This design comes from an exercise in tuning for small area on the open sky130 flow, not from production work. In this exercise RTL edits were held to simulation tests only and were not proved equivalent to the original. Power is estimated from default activity; no workload was simulated.

`flow/run.sh`:
```
#!/bin/bash
# Layout flow: the standard synthesis, then the combinational logic between
# the registers is mapped again by ABC for area (registers, their names and
# cell types untouched), then the standard layout from floorplan on, with
# the smallest buffer on the ports and no dummy loads on the clock tree. Each tool's output goes to a log here.
set -euo pipefail
W=$PWD
PLAT=${FLOW_PLATFORM:-sky130hd}
RES=$W/orfs/results/$PLAT/battleship/base
LIB=$FLOW_HOME/platforms/$PLAT/lib/sky130_fd_sc_hd__tt_025C_1v80.lib

# 1. standard synthesis
bash standard.sh synth > $W/run_synth.log 2>&1
cp $RES/1_2_yosys.v $W/synth_standard.v

# 2. remap the combinational logic
cat > $W/reopt.ys <<EOY
read_liberty -ignore_miss_func $LIB
read_verilog -defer $W/synth_standard.v
hierarchy -top $FLOW_TOP
setattr -mod -set keep_hierarchy 1 sky130_fd_sc_hd__df* sky130_fd_sc_hd__edf* sky130_fd_sc_hd__sdf*
flatten
delete t:\$scopeinfo
opt_clean
abc -liberty $LIB -dont_use *probe* -dont_use *lpflow* -dont_use *clkdly* -dont_use *dlygate* -dont_use *clkbuf* -dont_use *bufinv* -script $W/flow/reopt.abc
opt_clean -purge
setundef -zero
splitnets
hilomap -singleton -hicell sky130_fd_sc_hd__conb_1 HI -locell sky130_fd_sc_hd__conb_1 LO
insbuf -buf sky130_fd_sc_hd__buf_1 A X
opt_clean -purge
blackbox sky130_fd_sc_hd__*
tee -o $W/reopt_stat.txt stat -liberty $LIB
write_verilog -noattr -nohex -nodec $W/synth_reopt.v
EOY
yosys -s $W/reopt.ys > $W/run_reopt.log 2>&1
cp $W/synth_reopt.v $RES/1_2_yosys.v
rm -f $RES/1_synth.odb $RES/1_synth.sdc

# 3. standard layout from the remapped netlist
bash standard.sh BUFFER_PORTS_ARGS="-buffer_cell sky130_fd_sc_hd__buf_1" \
  CTS_ARGS="-sink_clustering_enable -repair_clock_nets -buf_list sky130_fd_sc_hd__clkbuf_8 -dont_use_dummy_load" \
  finish > $W/run_layout.log 2>&1
test -f $W/out/final.def
```
`flow/reopt.abc`:
```
strash
dc2
balance
rewrite
refactor
balance
rewrite
rewrite -z
balance
refactor -z
rewrite -z
balance
dc2
balance
rewrite
refactor
balance
rewrite
rewrite -z
balance
refactor -z
rewrite -z
balance
&get -n
&dch -f
&nf -R 1000
&put
topo
```
`standard.sh`:
```
#!/bin/bash
# synth_recipe.tcl (not shown) runs the flow's synth.tcl, then flattens the netlist and writes it again
# the make line also repeats each setting of config.mk as NAME=value (left out here)
make -C /OpenROAD-flow-scripts/flow DESIGN_CONFIG=/design/flow/config.mk WORK_HOME=/design/flow/orfs CLKGATE_MAP_FILE= SYNTH_SCRIPT=/design/flow/synth_recipe.tcl "${@:-finish}"
```
`config.mk`:
```
export PLATFORM = sky130hd
export DESIGN_NAME = battleship
export DESIGN_NICKNAME = battleship
export VERILOG_FILES = /design/flow/design.v
export SDC_FILE = /design/flow/constraint.sdc
export NUM_CORES = 4
export LEC_CHECK = 0
export ABC_AREA = 1
export CAP_MARGIN = 20
export CORE_MARGIN = 2
export CORE_UTILIZATION = 40
export CTS_BUF_LIST = sky130_fd_sc_hd__clkbuf_8
export SLEW_MARGIN = 20
```
`constraint.sdc`:
```
create_clock -name core_clock -period 10.0 [get_ports {clk}]
set_input_delay 2.0000 -clock core_clock [delete_from_list [all_inputs] [get_ports {clk}]]
set_output_delay 2.0000 -clock core_clock [all_outputs]
set_load 0.01 [all_outputs]
```
`design.v`:
```
module battleship (
  input            clk,
  input            rst,
  input            start,
  input      [1:0] X,
  input      [1:0] Y,
  input            pAb,
  input            pBb,
  output reg [7:0] disp0,
  output reg [7:0] disp1,
  output reg [7:0] disp2,
  output reg [7:0] disp3,
  output reg [7:0] led
);
function [7:0] seg;
  input [2:0] v;
  case (v)
    3'd0: seg = 8'b00111111;
    3'd1: seg = 8'b00000110;
    3'd2: seg = 8'b01011011;
    3'd3: seg = 8'b01001111;
    3'd4: seg = 8'b01100110;
    default: seg = 8'b11111111;
  endcase
endfunction
reg [4:0]  state;
reg [4:0]  next_state;
reg [4:0]  nxt;
reg [15:0] mapA;
reg [15:0] mapB;
reg [2:0]  cs_A;
reg [2:0]  cs_B;
reg [6:0]  timer;
reg [3:0]  index;
reg        A_won;
reg        B_won;
reg        z;
wire       p = state[4];
wire [3:0] k = state[3:0];
wire is_IDLE = (~k[0] & ~k[1] & ~k[2] & ~k[3]);
wire is_SHOW1 = (k[1] & ~k[2] & k[3]);
wire is_IN1 = (~k[1] & ~k[2] & k[3]);
wire is_ERR1 = (k[0] & k[1] & ~k[2]);
wire is_SHOW2 = (~k[0] & ~k[1] & k[2] & k[3]);
wire is_IN2 = (k[0] & ~k[1] & ~k[2]);
wire is_ERR2 = (k[0] & k[1] & k[3]);
wire is_SCORE = (k[0] & k[1] & k[2] & ~k[3]);
wire is_SHOOT = (k[0] & ~k[1] & k[3]);
wire is_SINK = (~k[0] & k[1] & k[2] & ~k[3]);
wire is_WIN = (~k[0] & k[1] & ~k[2] & ~k[3]);
wire is_ROUND = (k[0] & ~k[1] & k[2] & ~k[3]);
wire is_GO = (~k[0] & k[1] & k[2] & k[3]);
wire is_GO1 = (~k[0] & ~k[1] & k[2] & ~k[3]);
wire g_show  = (~k[0] & ~k[1] & k[2] & k[3]) | (k[1] & ~k[2] & k[3]);
wire g_in    = (k[0] & ~k[1] & ~k[2]) | (~k[1] & ~k[2] & k[3]);
wire g_err   = (k[0] & k[1] & ~k[2]) | (k[0] & k[1] & k[3]);
wire g_lim30 = (~k[0] & ~k[1] & k[2] & k[3]) | (k[0] & k[1] & ~k[2]) | (k[0] & k[1] & k[3]) | (k[1] & ~k[2] & k[3]);
wire g_tz    = (k[0] & ~k[1] & k[3]) | (~k[1] & ~k[2]);
wire g_act   = (k[0] & ~k[1] & ~k[2]) | (k[0] & ~k[1] & k[3]) | (~k[1] & ~k[2] & k[3]);
wire g_sc    = (~k[0] & k[1] & ~k[3]);
wire g_game  = (~k[0] & k[1] & k[2] & k[3]) | (k[0] & k[2] & ~k[3]) | (~k[1] & k[2] & ~k[3]);
wire g_d140  = (~k[0] & k[1] & k[2]) | (~k[0] & k[1] & ~k[3]) | (k[2] & ~k[3]);
wire g_let   = (~k[0] & k[1] & ~k[2]) | (~k[0] & k[2] & k[3]) | (~k[1] & k[2] & ~k[3]);
wire g_l99   = (~k[0] & ~k[1] & ~k[2] & ~k[3]) | (~k[0] & ~k[1] & k[2] & k[3]) | (k[0] & k[1] & ~k[2]) | (k[0] & k[1] & k[3]) | (k[1] & ~k[2] & k[3]);
wire g_lAA   = (~k[0] & k[1] & ~k[2] & ~k[3]) | (~k[0] & k[1] & k[2] & k[3]) | (k[0] & k[2] & ~k[3]);
wire g_go    = (~k[0] & ~k[1] & k[2] & ~k[3]) | (~k[0] & k[1] & k[2] & k[3]);
wire t30  = timer[0] & timer[3] & timer[4] & timer[5];
wire t50  = timer[0] & ~timer[1] & timer[2] & ~timer[3];
wire t100 = ~timer[0] & ~timer[1] & ~timer[2] & ~timer[3] & timer[6];
wire done = g_lim30 ? t30 : is_ROUND ? t100 : t50;
wire btn  = p ? pBb : pAb;
wire tgtB = p ^ is_SHOOT;                  
wire hit  = tgtB ? mapB[index] : mapA[index];
wire cnt3 = p ? (cs_B[1:0] == 2'd3) : (cs_A[1:0] == 2'd3);
wire act  = g_act & btn;
wire won  = p ? B_won : A_won;
wire sc2  = p ? cs_B[2] : cs_A[2];
wire first = is_IN1;
wire clr_all = is_IDLE | (is_ROUND & t100);
always @(*) begin
  nxt = next_state;
  if (is_IDLE & start) nxt = {1'b0, 4'd10};
  if ((is_SHOW1 | is_ERR1) & t30) nxt = {p, 4'd8};
  if ((is_SHOW2 | is_ERR2) & t30) nxt = {p, 4'd1};
  if (g_in & btn) begin
    if (hit) nxt = first ? {p, 4'd3} : {p, 4'd15};
    else if (cnt3) nxt = first ? {~p, 4'd12} : {~p, 4'd7};
    else if (p) nxt = first ? {p, 4'd8} : {p, 4'd1};
  end
  if (is_SCORE & t50) nxt = {p, 4'd13};
  if (is_SHOOT & btn) nxt = {p, 4'd6};
  if (is_SINK & t50) nxt = sc2 ? {p, 4'd2} : {~p, 4'd13};
  if (is_WIN & t50) nxt = won ? {p, 4'd14} : {p, 4'd5};
  if (is_ROUND & t100) nxt = {p, 4'd10};
  if (is_GO & t50) nxt = {p, 4'd4};
  if (is_GO1 & t50) nxt = {p, 4'd14};
end
always @(posedge clk or posedge rst) begin
  if (rst) begin
    state <= 5'd0;
    next_state <= 5'd0;
  end else begin
    state <= next_state;
    next_state <= nxt;
  end
end
wire [3:0] row = clr_all ? 4'b1111 : (4'b0001 << index[3:2]);
wire [3:0] col = clr_all ? 4'b1111 : (4'b0001 << index[1:0]);
wire wA = clr_all | (act & ~tgtB);
wire wB = clr_all | (act &  tgtB);
wire vset = g_in & ~clr_all;               
integer i;
always @(posedge clk) begin
  index <= {Y, X};
  if (g_tz | done) timer <= 7'd0;
  else timer <= {timer[5:0], ~(timer[3] ^ timer[6])};
  if (is_IDLE) A_won <= 1'b0;
  else if (is_WIN & t50 & ~p) A_won <= 1'b1;
  if (is_IDLE) B_won <= 1'b0;
  else if (is_WIN & t50 & p) B_won <= 1'b1;
  if (is_SHOOT & btn) z <= hit;
  if (clr_all | (is_SCORE & t50)) cs_A <= 3'd0;
  else if (btn & ~p & ((is_SHOOT & hit) | (g_in & ~hit & ~cnt3))) cs_A <= cs_A + 3'd1;
  if (clr_all | (is_SCORE & t50)) cs_B <= 3'd0;
  else if (btn & p & ((is_SHOOT & hit) | (g_in & ~hit))) cs_B <= cs_B + 3'd1;
  for (i = 0; i < 16; i = i + 1) begin
    if (wA & row[i/4] & col[i%4]) mapA[i] <= vset;
    if (wB & row[i/4] & col[i%4]) mapB[i] <= vset;
  end
end
wire [1:0] A_game = (g_go & ~p) ? 2'd2 : {1'b0, A_won};
wire [1:0] B_game = (g_go &  p) ? 2'd2 : {1'b0, B_won};
always @(*) begin
  disp0 = 8'b00000000;
  disp1 = 8'b00000000;
  disp2 = 8'b00000000;
  disp3 = 8'b00000000;
  led   = 8'b00000000;
  if (g_act) begin
    disp1 = seg({1'b0, X});
    disp0 = seg({1'b0, Y});
  end
  if (g_d140) begin
    disp1 = 8'b01000000;
    disp2 = seg(g_sc ? cs_A : {1'b0, A_game});
    disp0 = seg(g_sc ? cs_B : {1'b0, B_game});
  end
  if (is_IDLE) begin
    disp3 = 8'b00000110;
    disp2 = 8'b01011110;
    disp1 = 8'b00111000;
    disp0 = 8'b01111001;
  end
  if (g_err) begin
    disp3 = 8'b01111001;
    disp2 = 8'b01010000;
    disp1 = 8'b01010000;
    disp0 = 8'b01011100;
  end
  if (g_let) disp3 = p ? 8'b01111100 : 8'b01110111;
  if (g_l99) led = 8'b10011001;
  if (g_lAA) led = 8'b10101010;
  if (is_GO1) led = 8'b01010101;
  if (g_in) led = p ? {4'b0000, cs_B[1:0], 2'b01} : {2'b10, cs_A[1:0], 4'b0000};
  if (is_SHOOT) led = p ? {2'b00, cs_A[1:0], cs_B[1:0], 2'b01}
                        : {1'b1, cs_A, cs_B[1:0], 2'b00};
  if (is_SINK) led = {8{z}};
end
endmodule
```
==> summary.txt <==
-- power groups by stage --
stage               sequential (mW)  combinational (mW)  clock (mW)
finish                        0.381               0.509       0.163
global route                  0.390               0.564       0.178
CTS                           0.380               0.505       0.166
detailed placement            0.385               0.503           0
global placement              0.382               0.500           0
floorplan                     0.367               0.338           0
-- cell usage in the layout, fill, tap and decap left out, drive strengths merged, types with 2 or more instances in the layout --
cell type,instances
a21o,2
a21oi,28
a31oi,3
and2,13
and3,5
buf,48
clkbuf,9
clkinv,7
conb,2
dfrtp,10
dfxtp,19
edfxtp,33
nand2,57
nand2b,7
nand3,21
nand4,2
nor2,71
nor2b,6
nor3,12
nor3b,3
nor4,2
o21a,2
o21ai,32
o21bai,2
o221ai,2
o22ai,19
o31ai,2
or2,3
-- registers in the layout, indices dropped and copies added, names as in the netlist --
name / count
index: 4
next_state: 5
timer: 7
state: 5
cs_B: 3
z: 1
mapA: 16
B_won: 1
mapB: 16
cs_A: 3
A_won: 1
-- layout make-up --
class	count	area share
Multi-Input combinational cell	312	0.429
Tap cell	102	0.0349
Inverter	7	0.00719
Timing Repair Buffer	48	0.0513
Sequential cell	62	0.444
Clock buffer	9	0.0339
-- critical path, delay by kind of cell (launching register included) --
family                 cells  cell delay (ns)
and+or+nand+nor            5             1.33
DFF                        1             0.52
buffers and inverters      3             0.81
AOI/OAI and AO/OA          1             0.30
-- worst min path at each step --
stage / end / slack [ns] / depth (start not counted) / startpoint
2_1_floorplan: state[2]$_DFF_PP0_ / 0.35 / 0 / next_state[2]$_DFF_PP0_
3_3_place_gp: state[0]$_DFF_PP0_ / 0.36 / 0 / next_state[0]$_DFF_PP0_
3_5_place_dp: state[0]$_DFF_PP0_ / 0.36 / 0 / next_state[0]$_DFF_PP0_
4_1_cts: state[4]$_DFF_PP0_ / 0.38 / 0 / next_state[4]$_DFF_PP0_
5_1_grt: state[0]$_DFF_PP0_ / 0.40 / 0 / next_state[0]$_DFF_PP0_
6_report: state[4]$_DFF_PP0_ / 0.38 / 0 / next_state[4]$_DFF_PP0_
-- through the flow --
| stage | util | hold WS, ns | std cells |
|---|---|---|---|
| final | 0.471 | 0.382 | 540 |
| after global routing | 0.471 | 0.396 | 540 |
| after detailed placement | 0.455 | 0.364 | 531 |
| after floorplan | - | 0.353 | 385 |
| after global placement | 0.455 | 0.357 | 531 |
| after CTS | 0.471 | 0.384 | 540 |
-- layer usage --
layer	global-route usage	share of wire	up-vias
li1	-	-	1495
met1	0.268	0.42	1448
met2	0.368	0.50	101
met3	0.0538	0.057	21
met4	0.0894	0.019	0
met5	0	0	-
==> impl_metrics.ini <==
[run_status]
outcome = complete, no violations

[synth]
yosys_warnings = 1
avgSynthCellArea_um2 = 8.39
synth_cells = 384
synth_area_um2 = 3220

[setup_path]
end_kind = output port
critPathRequiredTime_ns = 8.00
worstPathCellList = nor2_1, nor3_2, buf_4, nor2_1, clkinv_1, nand2_1, nand2_1, a221o_1, buf_1
r2r.worst_path.cells = 9
startpoint = state[0]$_DFF_PP0_
slowest_delay_ns = 0.57
critPathSlowestCell = nor2_1
r2r-start = state[0]$_DFF_PP0_
cp-start-kind = flip-flop
r2r_end = mapA[4]$_DFFE_PP_
r2r_slack_ns = 6.87
worstPathArrival_ns = 3.32
cp-endpoint = led[3]
path_max_fanout = 37
crit_type = reg2out

[floorplan]
ios = 49
die_height_um = 93.8
dieArea_um2 = 8790
start_util = 0.415
die_w_um = 93.8
coreArea_um2 = 7770
core.rowCount = 32

[cells_and_area]
multi_input_area_um2 = 1570
stdcell_area_um2 = 3660
fin_nets = 449
fill_cells = 806
drive_gt1_frac = 0.0274
num_antenna_cells = 0
area_growth_pct = 13.4
seqCellArea_um2 = 1620

[grt]
grt_first_pass_wirelength_um = 14700
gr-total-overflow = 0
grtUsageTotal = 0.219
grt_pass1_vias = 2929
antenna_found_initial = 0
grt_max_degree = 38

[route]
viasPerCell = 5.68
firstDrtPassIters = 5
wl_per_cell_um = 17.0
vias = 3065
drt_iter0_drc = 271
postRouteAntennaNets = 0
drc_errors = 0
wl_um = 9210

[pwr]
combPwrFrac = 0.483
leakage_nw = 1.33
netSwitchingFraction = 0.460
p_total_mw = 1.05
power_frac_clock = 0.155
powerDensity_nw_per_um2 = 288
p_sw_mw = 0.485
ir_drop_mv = 0.124
seqPwrFrac = 0.362
power.internal_mw = 0.568

[sta]
fin_worst_skew_ns = 0.0196
max_freq_mhz = 188
layout_setup_ws_ns = 4.68
tightest_slew_ns = 0.890
setup_tns_ns = 0
min_period_ns = 5.32
fin_crit_sh = 0.532
finalHoldViolCount = 0
setup_viol = 0
rsz0062_at_grt = false
report.final.slew_viol_count = 0
relSlewSlack = 0.401

[clock_network]
htreeDepth = 3
cts_tree = done
ctsHoldBuffers = 0
cts.path.max_buffers = 2
cts-root-buf = clkbuf_8
clkTransAtPathRegs_ns = 0.06
post_cts_resized = 0
clock_sinks = 62
cts_buffers = 9
insertion_delay_ns = 0.34
post-cts-setup-buffer-count = 0

[placement]
port_buffers = 46
place_ws_ns = 5.10
dpl_cell_area_um2 = 3530
gp_congestion = 0.922
post-dp-hpwl_um = 6650

[job]
maxCapViolCount = 0

[hold_path]
min_path_type = reg2reg

-- what the ideal ports hide --
The results above use ideal ports. As a check the final layout listed here was re-extracted and re-timed, cells and wires unchanged.
Step 1 (the two cells are an assumption about what drives the block):
set clk [get_ports {clk}]
set_driving_cell -lib_cell sky130_fd_sc_hd__clkbuf_16 $clk
set_driving_cell -lib_cell sky130_fd_sc_hd__buf_2 [delete_from_list [all_inputs] $clk]
Step 2 times the ports against the registers' clock, not the clock port: input delays grow and output delays shrink by t, the midpoint of the rising clock arrivals with the driver on.
Slacks: ideal ports / drivers / drivers and shift; pairs: ideal ports / drivers.
t, ns: 0.360
setup slack, ns: 4.684 / 4.653 / 5.013
hold WS [ns]: 0.382 / 0.382 / 0.382
worst setup path after step 2: register to output
worst register clock-pin slew, ns: 0.07 / 0.07
After both steps this run still meets setup and hold. The setup slack of this run moves by -0.031 ns with the drivers and by +0.329 ns with both steps.
